Background: an optimization exercise with open tools, aiming at a short achievable clock period and few clock cycles per item. Do not read the settings as production practice.
At most, simulation tests tie the RTL to the original design; equivalence was not proved.

==> inputs of run F <==
==> flow/design.v <==
module Module_of_product (
    input wire clk,                
    input wire rst,                
    input wire start,              
    input wire [256:0] Y,           
    input wire [256:0] N,           
    output wire [256:0] o_result,           
    output reg done                
);
    reg [256:0] current;            
    reg [256:0] current_nxt;        
    reg [8:0] counter;             
    reg [8:0] counter_nxt;         
    reg done_nxt;                  
    localparam IDLE = 2'b00;
    localparam COMPUTING = 2'b01;
    localparam FINISHED = 2'b10;
    reg [1:0] state;
    reg [1:0] next_state;
    reg init_computation;          
    reg init_computation_nxt;      
    reg update_current;           
    reg update_current_nxt;       
    assign o_result = current;
    always @(*) begin
        next_state = state;
        init_computation_nxt = 0;
        update_current_nxt = 0;
        done_nxt = 0;
        case (state)
            IDLE: begin
                if (start) begin
                    next_state = COMPUTING;
                    init_computation_nxt = 1;
                end
            end
            COMPUTING: begin
                update_current_nxt = 1;
                if (counter == 255) begin
                    next_state = FINISHED;
                    done_nxt = 1;
                end
            end
            FINISHED: begin
                next_state = IDLE;
                done_nxt = 0;
            end
            default: next_state = IDLE;
        endcase
    end
    always @(*) begin
        current_nxt = current;
        counter_nxt = counter;
        if (init_computation) begin
            current_nxt = Y;
            counter_nxt = 0;
        end
        if (update_current) begin
            if(current + current > N) begin
                current_nxt = (current + current) - N;   
            end
            else begin
                current_nxt = current + current;   
            end
            counter_nxt = counter + 1;
        end
    end
    always @(posedge clk or posedge rst) begin
        if (rst) begin
            state <= IDLE;
            init_computation <= 0;
            update_current <= 0;
            current <= 0;
            counter <= 0;
            done <= 0;
        end else begin
            state <= next_state;
            init_computation <= init_computation_nxt;
            update_current <= update_current_nxt;
            current <= current_nxt;
            counter <= counter_nxt;
            done <= done_nxt;
        end
    end
endmodule
==> flow/run.sh <==
#!/bin/bash
# synth_recipe.tcl (not shown) runs the flow's synth.tcl, then flattens the netlist and writes it again
# the make line also repeats each setting of config.mk as NAME=value (left out here)
make -C /OpenROAD-flow-scripts/flow DESIGN_CONFIG=/design/flow/config.mk WORK_HOME=/design/flow/orfs CLKGATE_MAP_FILE= SYNTH_SCRIPT=/design/flow/synth_recipe.tcl finish
==> flow/config.mk <==
export PLATFORM = sky130hd
export DESIGN_NAME = Module_of_product
export DESIGN_NICKNAME = Module_of_product
export VERILOG_FILES = /design/flow/design.v
export SDC_FILE = /design/flow/constraint.sdc
export NUM_CORES = 4
export LEC_CHECK = 0
export CAP_MARGIN = 20
export CORE_MARGIN = 2
export CORE_UTILIZATION = 40
export SLEW_MARGIN = 20
==> flow/constraint.sdc <==
create_clock -name core_clock -period 6.5 [get_ports {clk}]
set_input_delay 1.3000 -clock core_clock [delete_from_list [all_inputs] [get_ports {clk}]]
set_output_delay 1.3000 -clock core_clock [all_outputs]
set_load 0.01 [all_outputs]
==> run B (differences from run F) <==
==> flow/design.v, changed modules only <==
module Module_of_product (
    input  wire         clk,
    input  wire         rst,
    input  wire         start,
    input  wire [256:0] Y,
    input  wire [256:0] N,
    output wire [256:0] o_result,
    output reg          done
);
    reg [256:0] cur;
    reg [256:0] n_r;
    reg [7:0]   cnt;
    reg         busy;
    wire [257:0] dbl = {cur, 1'b0};
    wire [257:0] dif = dbl - {1'b0, n_r};
    always @(posedge clk or posedge rst) begin
        if (rst) begin
            busy <= 1'b0;
            cnt  <= 8'd0;
            done <= 1'b0;
        end else begin
            done <= 1'b0;
            if (!busy) begin
                if (start) begin
                    busy <= 1'b1;
                    cnt  <= 8'd0;
                end
            end else begin
                cnt <= cnt + 8'd1;
                if (cnt == 8'd255) begin
                    busy <= 1'b0;
                    done <= 1'b1;
                end
            end
        end
    end
    always @(posedge clk) begin
        n_r <= N;
        if (!busy) cur <= Y;
        else       cur <= dif[257] ? dbl[256:0] : dif[256:0];
    end
    assign o_result = cur;
endmodule
- ABC_CLOCK_PERIOD_IN_PS: unset -> 3000
- SETUP_SLACK_MARGIN: unset -> 2.0
==> run P (differences from run F) <==
==> flow/design.v, changed modules only <==
module Module_of_product (
    input  wire         clk,
    input  wire         rst,
    input  wire         start,
    input  wire [256:0] Y,
    input  wire [256:0] N,
    output wire [256:0] o_result,
    output reg          done
);
    reg [256:0] cur;
    reg [256:0] n_r;
    reg [7:0]   cnt;
    reg         busy;
    wire [257:0] dbl = {cur, 1'b0};
    wire [257:0] dif;
    pfx_add #(.W(258)) u_sub (.a(dbl), .b(~{1'b0, n_r}), .ci(1'b1), .s(dif), .co());
    always @(posedge clk or posedge rst) begin
        if (rst) begin
            busy <= 1'b0;
            cnt  <= 8'd0;
            done <= 1'b0;
        end else begin
            done <= 1'b0;
            if (!busy) begin
                if (start) begin
                    busy <= 1'b1;
                    cnt  <= 8'd0;
                end
            end else begin
                cnt <= cnt + 8'd1;
                if (cnt == 8'd255) begin
                    busy <= 1'b0;
                    done <= 1'b1;
                end
            end
        end
    end
    always @(posedge clk) begin
        n_r <= N;
        if (!busy) cur <= Y;
        else       cur <= dif[257] ? dbl[256:0] : dif[256:0];
    end
    assign o_result = cur;
endmodule
module pfx_add #(parameter W = 16) (
    input  wire [W-1:0] a,
    input  wire [W-1:0] b,
    input  wire         ci,
    output reg  [W-1:0] s,
    output reg          co
);
    localparam L = (W + 1 > 256) ? 9 : (W + 1 > 128) ? 8 : (W + 1 > 64) ? 7 : (W + 1 > 32) ? 6 :
                   (W + 1 > 16) ? 5 : (W + 1 > 8) ? 4 : (W + 1 > 4) ? 3 : 2;
    reg [W:0] g, p, gn, pn, p0;
    integer k, i;
    always @(*) begin
        g  = {a & b, ci};
        p0 = {a ^ b, 1'b0};
        p  = p0;
        for (k = 0; k < L; k = k + 1) begin
            gn = g;
            pn = p;
            for (i = 0; i <= W; i = i + 1)
                if (i >= (1 << k)) begin
                    gn[i] = g[i] | (p[i] & g[i - (1 << k)]);
                    pn[i] = p[i] & p[i - (1 << k)];
                end
            g = gn;
            p = pn;
        end
        s  = p0[W:1] ^ g[W-1:0];
        co = g[W];
    end
endmodule
- ABC_CLOCK_PERIOD_IN_PS: unset -> 3000
- SETUP_SLACK_MARGIN: unset -> 2.0
==> flow_metrics.env <==
export IMPL_crit_arrival_ns=5.40
export IMPL_via_per_inst=5.85
export IMPL_comb_multi_input_count=3751
export IMPL_status="complete, no violations"
export IMPL_gr_usage_met3_pct=6.15
export IMPL_core_um2=87200
the above is filed under run B

==> flow_metrics.env <==
export IMPL_status="complete, no violations"
export IMPL_gr_usage_met3_pct=5.22
export IMPL_comb_multi_input_count=4182
export IMPL_via_per_inst=5.96
export IMPL_crit_arrival_ns=6.88
the above is filed under run F

==> flow_metrics.env <==
export IMPL_via_per_inst=5.95
export IMPL_core_um2=88100
export IMPL_gr_usage_met3_pct=6.96
export IMPL_min_delay_start="cnt[5]$_DFFE_PP0P_"
export IMPL_comb_multi_input_count=3859
export IMPL_reg_largest_list="cur: 257 flops, n_r: 257 flops, cnt: 8 flops"
export IMPL_route_met2_wl_um=86300
export IMPL_status="complete, no violations"
export IMPL_crit_arrival_ns=5.28
the above is filed under run P

Testbench counts of run B, summed over its fixed seeds: cycles 33,024, items 128.
Testbench counts of run P, summed over its fixed seeds: cycles 33,024, items 128.
Only the layout flow was run in run F; the RTL was not checked for function there.

-- separate check: timing with driven ports --
How much do the figures lean on ideal ports? The routed layouts below were timed once more, with nothing changed but the port constraints. Step 1 (the two cells are an assumption about what drives the block):
set clk [get_ports {clk}]
set_driving_cell -lib_cell sky130_fd_sc_hd__clkbuf_16 $clk
set_driving_cell -lib_cell sky130_fd_sc_hd__buf_2 [delete_from_list [all_inputs] $clk]
Step 2 also shifts input and output timing later by t, the mid clock arrival at the registers, as if the neighbouring blocks saw the same clock. a / b / c = ideal ports / drivers / drivers and shift; a / b = the first two.
run	t (ns)	setup slack, ns	hold slack, ns
run F	0.653	0.136 / 0.178 / -0.476	0.436 / 0.436 / 0.436
run B	0.780	1.662 / 1.662 / 1.662	0.493 / 0.493 / 0.493
run P	0.751	1.782 / 1.782 / 1.782	0.483 / 0.483 / 0.483
Met with ideal ports but missed after step 2: setup timing in run F. The setup slack of run F, which loses most, moves by +0.042 ns with the drivers and by -0.612 ns with both steps.
